Source: an optimization exercise on an open RTL-to-GDS flow (aim: small area). Production flows keep margins and buffers that such runs may drop.
Only simulation tests tie the RTL to the original design; equivalence was not proved.

==> flow/design.v, too long to show whole: its modules and the start of the top module <==
// module synth_engine: 2611 lines
module synth_engine(
    input clk,
    input rst_n,
    input audio_sync,
    input [4:0] out_gain,
    output [10:0] reg_addr,
    input [31:0] reg_rdata,
    output [10:0] ph_raddr,
    input [23:0] ph_rdata,
    output [10:0] ph_waddr,
    output [23:0] ph_wdata,
    output ph_we,
    output [15:0] out_data,
    output out_valid
    );
  // ...
==> flow/run.sh <==
#!/bin/bash
# synth_recipe.tcl (not shown) runs the flow's synth.tcl, then flattens the netlist and writes it again
# the make line also repeats each setting of config.mk as NAME=value (left out here)
make -C /OpenROAD-flow-scripts/flow DESIGN_CONFIG=/design/flow/config.mk WORK_HOME=/design/flow/orfs CLKGATE_MAP_FILE= SYNTH_SCRIPT=/design/flow/synth_recipe.tcl finish
==> flow/config.mk <==
export PLATFORM = sky130hd
export DESIGN_NAME = synth_engine
export DESIGN_NICKNAME = synth_engine
export VERILOG_FILES = /design/flow/design.v
export SDC_FILE = /design/flow/constraint.sdc
export NUM_CORES = 4
export LEC_CHECK = 0
export CAP_MARGIN = 0
export CORE_MARGIN = 2
export CORE_UTILIZATION = 70
export CTS_CLUSTER_DIAMETER = 80
export CTS_CLUSTER_SIZE = 30
export PLACE_DENSITY = 0.75
export SLEW_MARGIN = 0
==> flow/constraint.sdc <==
create_clock -name core_clock -period 10.0 [get_ports {clk}]
set_input_delay 2.0000 -clock core_clock [delete_from_list [all_inputs] [get_ports {clk}]]
set_output_delay 2.0000 -clock core_clock [all_outputs]
set_load 0.01 [all_outputs]
==> summary.txt, run 1 <==
- Status: finished clean
- CORE AREA: 56,280 sq um
- Synth top cells by count: inv_1 (601), fa_1 (558), dfxtp_1 (471)
- Final cell count without fillers: 4,921
- Routed length on met2: ~45 mm
- Aggregate routed wire length: approximately 90 mm
- Area of the multi-input gates: about 27,000 sq um
- CTS Buffer Depth: 3
- FF/Latch Area: 9736 sq um
- Critical Path Sink: yb_11_13_q6
- # IOs: 139
- Avg Inst Size Synth: 9.801 sq um
- Global-route wire length before repair: 146.1 mm
- Number of non-clock inverters: between 600 and 700
- Final worst path period share: roughly 96%
- Async S/R FF share, synth: 0%
- Post-CTS sizing: 0
- Clock Sinks: 481
- Adder-Cell Fraction of Synth Area: 35.26%
- Worst Skew: about 0.050 ns
- Die W: between 200 and 250 um
- Final worst slack: 0.3572 ns
- Ys flop type: dfxtp_1
- CP Data Required Time: 10.52 ns
- Clock slew at reported path FFs: 0.11 ns
- Share of cells above drive strength 1: 4.827%
- Pin count of the biggest net entering global routing: about 100
- Wire per inst: ~18 um
- Share of the synthesized area in the top cell type: 28.10%
- Num sequential: 481
- Synth Area in Compound Gates: 10.49%
- Main combinational cell family by area after synthesis: adder cells
- EDFF count, synth: 10
- Reg2Reg Depth: 24
- Synth Area in Simple Gates: 11.30%
- Number of synthesized register bits: 481
- Dpl cell area: 42,020 sq um
- R2R setup slack: approximately 0.36 ns
==> run 2, diff against run 1 <==
--- a/flow/config.mk
+++ b/flow/config.mk
@@ -7,8 +7,8 @@
 export LEC_CHECK = 0
 export CAP_MARGIN = 0
 export CORE_MARGIN = 2
-export CORE_UTILIZATION = 70
+export CORE_UTILIZATION = 75
 export CTS_CLUSTER_DIAMETER = 80
 export CTS_CLUSTER_SIZE = 30
-export PLACE_DENSITY = 0.75
+export PLACE_DENSITY = 0.8
 export SLEW_MARGIN = 0
==> summary.txt, run 2 <==
- Status: finished clean
- Top cells by area, synth: fa_1 (28%), dfxtp_1 (24%), ha_1 (7.1%), inv_1 (5.7%), xnor2_1 (5.1%)
- Pre-CTS WS: 0.07599 ns
- CP Data Required Time: 10.50 ns (-0.02 ns)
- Vias in the first global route: roughly 30,000
- Dpl cell area: 42,000 sq um (about the same)
- Arr. time, crit path: between 10 and 15 ns
- Worst Setup End Kind: register
- Relative slew slack: 17.46%
- Highest clock rate: 0.1020 GHz
- Yosys warning count: 1
- Commonest cells after routing, fill and taps aside: inv_1 (599), fa_1 (554), dfxtp_1 (464)
- Share of cells above drive strength 1: 5.320% (+0.49 points)
- Final Hold Vio Count: 0
- FILL cells: 3,081
- Clk root buf: clkbuf_16
- R2R setup slack: 0.20 ns (-0.16 ns)
- Critical path's most frequent cell: fa_1
- Largest regs: sum: 41 flops, pn1_q2: 22 flops, sin_m_q9: 16 flops
- R2R Path Start: pos_9_q5
- Clock slew at reported path FFs: 0.11 ns (about the same)
- Synth top cells by count: inv_1 (601), fa_1 (558), dfxtp_1 (471)
- Critical path class: reg -> reg
- RSZ-0062 raised after global routing: true
- Area of the multi-input gates: 27,190 sq um (+0.19%)
- Crit-path leading delay family: adder cells
- Worst Hold Path EP: flip_q9
- 1st-iter DRT viols: between 2,000 and 2,500
- Slew Limit Fails: 0
- CP Cell Sequence: xnor2_2 -> fa_1 -> inv_1 -> fa_1 -> fa_1 -> fa_1 -> fa_1 -> fa_1 -> fa_1 -> fa_1 -> fa_1 -> fa_1 -> fa_1 -> fa_1 -> fa_1 -> fa_1 -> xnor2_1 -> fa_1 -> fa_1 -> fa_1 -> fa_1 -> fa_1 -> fa_1 -> fa_1
- Final worst path period share: 98.02% (+1.6 points)
- Count leader, synth: inv_1
- EDFF count, synth: 10 (unchanged)
- Die area: about 55,000 sq um
- Wire per inst: 19.78 um (+8.5%)
- Synthesis-to-finish area growth: 8.674%
- Clock Sinks: 481 (unchanged)
- FF/Latch Area: 9741 sq um (about the same)
- Worst Skew: 0.03411 ns (-0.01618 ns)
- Starting Density: approximately 76%
- DRC viols: 0
- Least-Margin Pin Slew: 1.229 ns
- Avg Inst Size Synth: 9.801 sq um (unchanged)
- CTS Buffer Depth: 3 (unchanged)
- Total grt overflow: 0
- CTS tree: built
- Max cap viols: 0
- Antenna viol nets, final: 0
- Via-to-Cell Ratio: about 5.9
- Die W: 234.2 um (-3.3%)
- Number of synthesized register bits: 481 (unchanged)
- Hold Crit Start: flip_q8
- Pin count of the biggest net entering global routing: 153 (+47%)
- Global-route wire length before repair: 152.8 mm (+4.6%)
- Vias post-DR: 28,740
- Netlist cell types: 92
- Critical path peak fanout: 7
- Mapped Nets: a little under 5,000
- Max reg flops: 41
- Core Util, Final: 82.38%
- CORE AREA: 52,450 sq um (-6.8%)
- Post-synthesis instance total: 4,056
- Die Height: around 230 um
- Async S/R FF share, synth: 0% (unchanged)
- DP Cell Count: about 4,800
- Final cell count without fillers: 4,862 (-1.2%)
- Final setup viols: 0
- Most common cell after layout, fill and taps aside: inv_1
- Hold Buf Count CTS: 0
- Ys flop type: dfxtp_1
- Min Hold Slack: 0.3100 ns
- H-tree depth: 1
- Worst-skew pair later-pin latency: approximately 0.62 ns
- Initial antenna violation count: 1
- Worst Hold Class: reg -> reg
- Tmin final: 9.802 ns
- Fin Setup TNS: 0 ns
- Area leader, netlist: fa_1
- # IOs: 139 (unchanged)
- Detailed Routing Iterations Pass 1: 9
- Num CTS Buffers: 27
- Final worst slack: 0.1979 ns (-0.1593 ns)
- Share of the synthesized area in the top cell type: 28.10% (unchanged)
- Reg2Reg Depth: 24 (unchanged)
- Post-synthesis cell area: ~40,000 sq um
- HPWL after DPL: 72.51 mm
- Largest Register: sum
- Highest cell delay on the worst timing path: 0.52 ns
- Slowest stage cell, crit path: dfxtp_2
- Fin area: about 43,000 sq um
- Cells on Worst Hold Path: 0
- Startpoint Class: register
- Aggregate routed wire length: 96.18 mm (+7.2%)
- Post-synthesis sequential area ratio: between 20% and 30%
- Gp weighted congestion: between 1 and 1.5
- CP bufs+invs: 1
- Overall Global Routing Usage: between 30% and 40%
- Reg2reg end: yb_11_13_q6
- IO Port Bufs: 136
- Std-Cell Rows: 84
- Nets: between 5,000 and 6,000
-- run 2: cell counts after synthesis --
Identical to the previous run, type by type.
-- run 2: layout make-up --
type                       count  share of cell area [%]
multi-input combinational   2813                   62.94
sequential                   481                   22.55
inverter                     602                   5.239
timing repair buffer         231                   4.831
tap                          688                   1.993
clock buffer                  31                   1.694
clock inverter                15                  0.7472
antenna                        1                0.005792
-- run 2: worst max-delay path by stage --
stage,from,end,slack (ns),depth (start not counted)
3_5_place_dp,reg_rdata[1],pn1_q2[21],0.08,38
2_1_floorplan,pos_9_q5,yb_11_13_q6,0.41,26
4_1_cts,pos_9_q5,yb_11_13_q6,0.04,24
6_report,pos_9_q5,yb_11_13_q6,0.20,24
3_3_place_gp,reg_rdata[1],pn1_q2[20],0.26,35
5_1_grt,pn1_q2[21],z_5_q3[13],-0.08,42
-- run 2: logic make-up after synthesis --
group	Yosys count	share of synthesized area, %
simple gates	911	11.30
fa+ha+maj	786	35.26
buf+inv	762	7.374
compound gates	651	10.49
flops	481	24.47
xor+xnor	375	8.495
mux	90	2.612
-- run 2: repair_timing --
| action | 4_1_cts | 5_1_grt |
|---|---|---|
| resized for setup | 2 | 16 |
| buffers inserted | 0 | 8 |
| endpoints found under the setup margin | 3 | 8 |
| gates cloned | 0 | 0 |
| pin swaps | 0 | 3 |
-- run 2: worst reg2reg max path, stage by stage, from the launching register on --
cell and delay, ns:
dfxtp_2 0.52, xnor2_2 0.19, fa_1 0.25, inv_1 0.06, fa_1 0.40, fa_1 0.41, fa_1 0.43, fa_1 0.42
fa_1 0.39, fa_1 0.39, fa_1 0.45, fa_1 0.45, fa_1 0.41, fa_1 0.41, fa_1 0.41, fa_1 0.40
fa_1 0.50, xnor2_1 0.18, fa_1 0.47, fa_1 0.42, fa_1 0.39, fa_1 0.43, fa_1 0.43, fa_1 0.43
fa_1 0.45
-- run 2: layer usage --
| metal | GRT usage (%) | vias to the layer above | wire (um) |
|---|---|---|---|
| met4 | 17.03 | 2 | 5125 |
| met2 | 63.13 | 1218 | 48140 |
| met1 | 42.66 | 13980 | 35940 |
| met5 | 0 | - | 15 |
| li1 | - | 13180 | - |
| met3 | 5.314 | 369 | 6952 |
==> run 3, diff against run 2 <==
--- a/flow/config.mk
+++ b/flow/config.mk
@@ -7,8 +7,8 @@
 export LEC_CHECK = 0
 export CAP_MARGIN = 0
 export CORE_MARGIN = 2
-export CORE_UTILIZATION = 75
-export CTS_CLUSTER_DIAMETER = 80
-export CTS_CLUSTER_SIZE = 30
-export PLACE_DENSITY = 0.8
+export CORE_UTILIZATION = 70
+export CTS_CLUSTER_DIAMETER = 90
+export CTS_CLUSTER_SIZE = 25
+export PLACE_DENSITY = 0.75
 export SLEW_MARGIN = 0
==> summary.txt, run 3 <==
- Status: finished clean
- Global-route wire length before repair: 143.6 mm (-6.0%)
- CTS Buffer Depth: 3 (unchanged)
- Critical path peak fanout: 5 (-2)
- Max cap viols: 0 (unchanged)
- DRC viols: 0 (unchanged)
- Die area: 58,710 sq um (+7.0%)
- Least-Margin Pin Slew: 1.199 ns (-0.03004 ns)
- EDFF count, synth: 10 (unchanged)
- Highest cell delay on the worst timing path: 0.49 ns (-0.03 ns)
- Commonest cells after routing, fill and taps aside: inv_1 (600), fa_1 (558), dfxtp_1 (468)
- M3 GR Usage: 4.099% (-1.2 points)
- GR peak layer: met2
- Wire per inst: 17.91 um (-9.4%)
- Starting Density: 70.64% (-5.2 points)
- Count leader, synth: inv_1
- Clk root buf: clkbuf_16
- Largest regs: sum: 41 flops, pn1_q2: 22 flops, sin_m_q9: 16 flops
- H-tree depth: 1 (unchanged)
- Critical path's most frequent cell: fa_1
- Highest clock rate: 0.1043 GHz (+2.2%)
- Pre-CTS WS: 0.1844 ns (+0.1084 ns)
- Die Height: 242.3 um (+3.4%)
- Area leader, netlist: fa_1
- Slowest stage cell, crit path: fa_1
- Post-synthesis cell area: 39,750 sq um (unchanged)
- Final worst path period share: 95.91% (-2.1 points)
- Worst-skew pair later-pin latency: 0.61 ns (about the same)
- Largest Register: sum
- Share of cells above drive strength 1: 4.713% (-0.61 points)
- Tmin final: 9.591 ns (-0.2110 ns)
- CORE AREA: 56,280 sq um (+7.3%)
- Arr. time, crit path: 10.09 ns (-0.21 ns)
- Final Hold Vio Count: 0 (unchanged)
- CP Data Required Time: 10.50 ns (about the same)
- Worst Hold Class: reg -> reg
- Via-to-Cell Ratio: 5.639 (-4.6%)
- Crit-path leading delay family: adder cells
- Fin Setup TNS: 0 ns (unchanged)
- Post-synthesis sequential area ratio: 24.47% (unchanged)
- Mapped Nets: 4,903 (unchanged)
- Most common cell after layout, fill and taps aside: inv_1
- Std-Cell Rows: 87 (+3.6%)
- Nets: 4,994 (-0.18%)
- HPWL after DPL: 68.37 mm (-5.7%)
- Ys flop type: dfxtp_1
- Relative slew slack: 19.48% (+2.0 points)
- Vias post-DR: 27,730 (-3.5%)
- Avg Inst Size Synth: 9.801 sq um (unchanged)
- Netlist cell types: 92 (unchanged)
- M2 GR Usage: 53.50% (-9.6 points)
- Top cells by area, synth: fa_1 (28%), dfxtp_1 (24%), ha_1 (7.1%), inv_1 (5.7%), xnor2_1 (5.1%)
- Gp weighted congestion: 1.002 (-1.8%)
- Hold Buf Count CTS: 0 (unchanged)
- Final setup viols: 0 (unchanged)
- Post-synthesis instance total: 4,056 (unchanged)
- Num CTS Buffers: 29 (+7.4%)
- Met1 GRT Util: 39.13% (-3.5 points)
- Number of synthesized register bits: 481 (unchanged)
- CTS tree: built
- Detailed Routing Iterations Pass 1: 6 (-3)
- Synthesis-to-finish area growth: 8.284%
- CP bufs+invs: 6 (+5)
- Clock slew at reported path FFs: 0.09 ns (-0.02 ns)
- Die W: 242.3 um (+3.4%)
- Antenna viol nets, final: 0 (unchanged)
- Initial antenna violation count: 4 (+3)
- R2R setup slack: 0.41 ns (+0.21 ns)
- # IOs: 139 (unchanged)
- Total grt overflow: 0 (unchanged)
- Worst Skew: 0.01987 ns (-0.01423 ns)
- Worst Setup End Kind: register
- Final worst slack: 0.4089 ns (+0.2110 ns)
- Critical path class: reg -> reg
- 1st-iter DRT viols: 1,964 (-20%)
- Yosys warning count: 1 (unchanged)
- Startpoint Class: register
- Max reg flops: 41 (unchanged)
- Synth top cells by count: inv_1 (601), fa_1 (558), dfxtp_1 (471)
- Async S/R FF share, synth: 0% (unchanged)
- Clock Sinks: 481 (unchanged)
- Aggregate routed wire length: 88.09 mm (-8.4%)
- Slew Limit Fails: 0 (unchanged)
- Fin area: 43,050 sq um (-0.36%)
- Vias in the first global route: 28,240 (-6.1%)
- Dpl cell area: 42,020 sq um (about the same)
- IO Port Bufs: 136 (unchanged)
- Share of the synthesized area in the top cell type: 28.10% (unchanged)
- Overall Global Routing Usage: 30.24% (-5.4 points)
- Pin count of the biggest net entering global routing: 104 (-32%)
## run 3: worst reg2reg max path, delay by kind of cell (launching register included)
family     cells  cell delay [ns]
flops          1             0.34
xor+xnor       4             0.86
buf+inv        6             0.55
fa+ha+maj     20             7.71
## run 3: cell type report
class,instances,area (sq um)
Fill cell,3905,13230
Inverter,602,2260
Timing Repair Buffer,220,1992
Antenna cell,2,5.005
Multi-Input combinational cell,2813,27140
Clock buffer,30,750.7
Sequential cell,481,9736
Tap cell,756,945.9
Clock inverter,13,220.2
## run 3: worst paths after layout
| path | startpoint | endpoint | cells after the start |
|---|---|---|---|
| max | xb_10_19_q6 | yb_13_9_q7 | 30 |
| min | g_q2[11] | g_q3[11] | 0 |
| max reg2reg | xb_10_19_q6 | yb_13_9_q7 | 30 |
| min reg2reg | g_q2[11] | g_q3[11] | 0 |
## run 3: timing repair
item | 4_1_cts | 5_1_grt
buffers inserted | 0 | 4
setup endpoints to repair | 0 | 2
endpoints found under the hold margin | 0 | 0
gates resized for setup | 0 | 5
## run 3: cells by family (layout without fill, tap and decap cells)
family / Yosys count / count (layout) / share of synthesized area, %
XOR/XNOR: 375 / 375 / 8.495
adder cells (fa/ha/maj): 786 / 786 / 35.26
other: 0 / 2 / 0
AO/OA/AOI/OAI: 651 / 651 / 10.49
buffers and inverters: 762 / 865 / 7.374
multiplexers: 90 / 90 / 2.612
AND/OR/NAND/NOR: 911 / 911 / 11.30
flip-flops: 481 / 481 / 24.47
## run 3: stage by stage
step           utilization (%)  instances  hold slack, ns
6_report                 76.49       4917          0.3194
5_1_grt                  76.49       4916          0.3251
4_1_cts                  76.39       4911          0.3194
3_5_place_dp             74.67       4868          0.3121
3_3_place_gp             74.67       4868          0.3097
2_1_floorplan                -       4056          0.3096
## run 3: metal layers
| metal | share of wire [%] | vias to the layer above | wire length, um |
|---|---|---|---|
| met5 | 0.031 | - | 27 |
| met4 | 2.9 | 4 | 2539 |
| met3 | 6.1 | 184 | 5406 |
| met2 | 50 | 879 | 44350 |
| met1 | 41 | 13520 | 35770 |
| li1 | - | 13140 | - |

afterwards: timing with drivers on the ports:
In the flow no input, the clock included, has a driving cell. The finished layouts below were timed again as built, in two steps. Step 1 assumes that a clkbuf_16 drives the clock port and a buf_2 every other input. Step 2 moves the port delays by t, midway between the first and last clock arrival at a register: inputs arrive t later, outputs are due t later. That takes back most of the time a late clock gives input paths. a / b / c = ideal / step 1 / step 2; a / b = the first two.
| run | t (ns) | slack for setup (ns) | worst slew at a driven data input, ns | pins driven straight from the clock port |
|---|---|---|---|---|
| run 1 | 0.675 | 0.357 / 0.357 / 0.132 | 0.07 | 1 |
| run 2 | 0.653 | 0.198 / 0.198 / 0.021 | 0.08 | 1 |
| run 3 | 0.666 | 0.409 / 0.409 / 0.096 | 0.07 | 1 |
After both steps setup and hold are still met in every run listed. The setup slack of run 3, which loses most, moves by 0.000 ns with the drivers and by -0.313 ns with both steps.
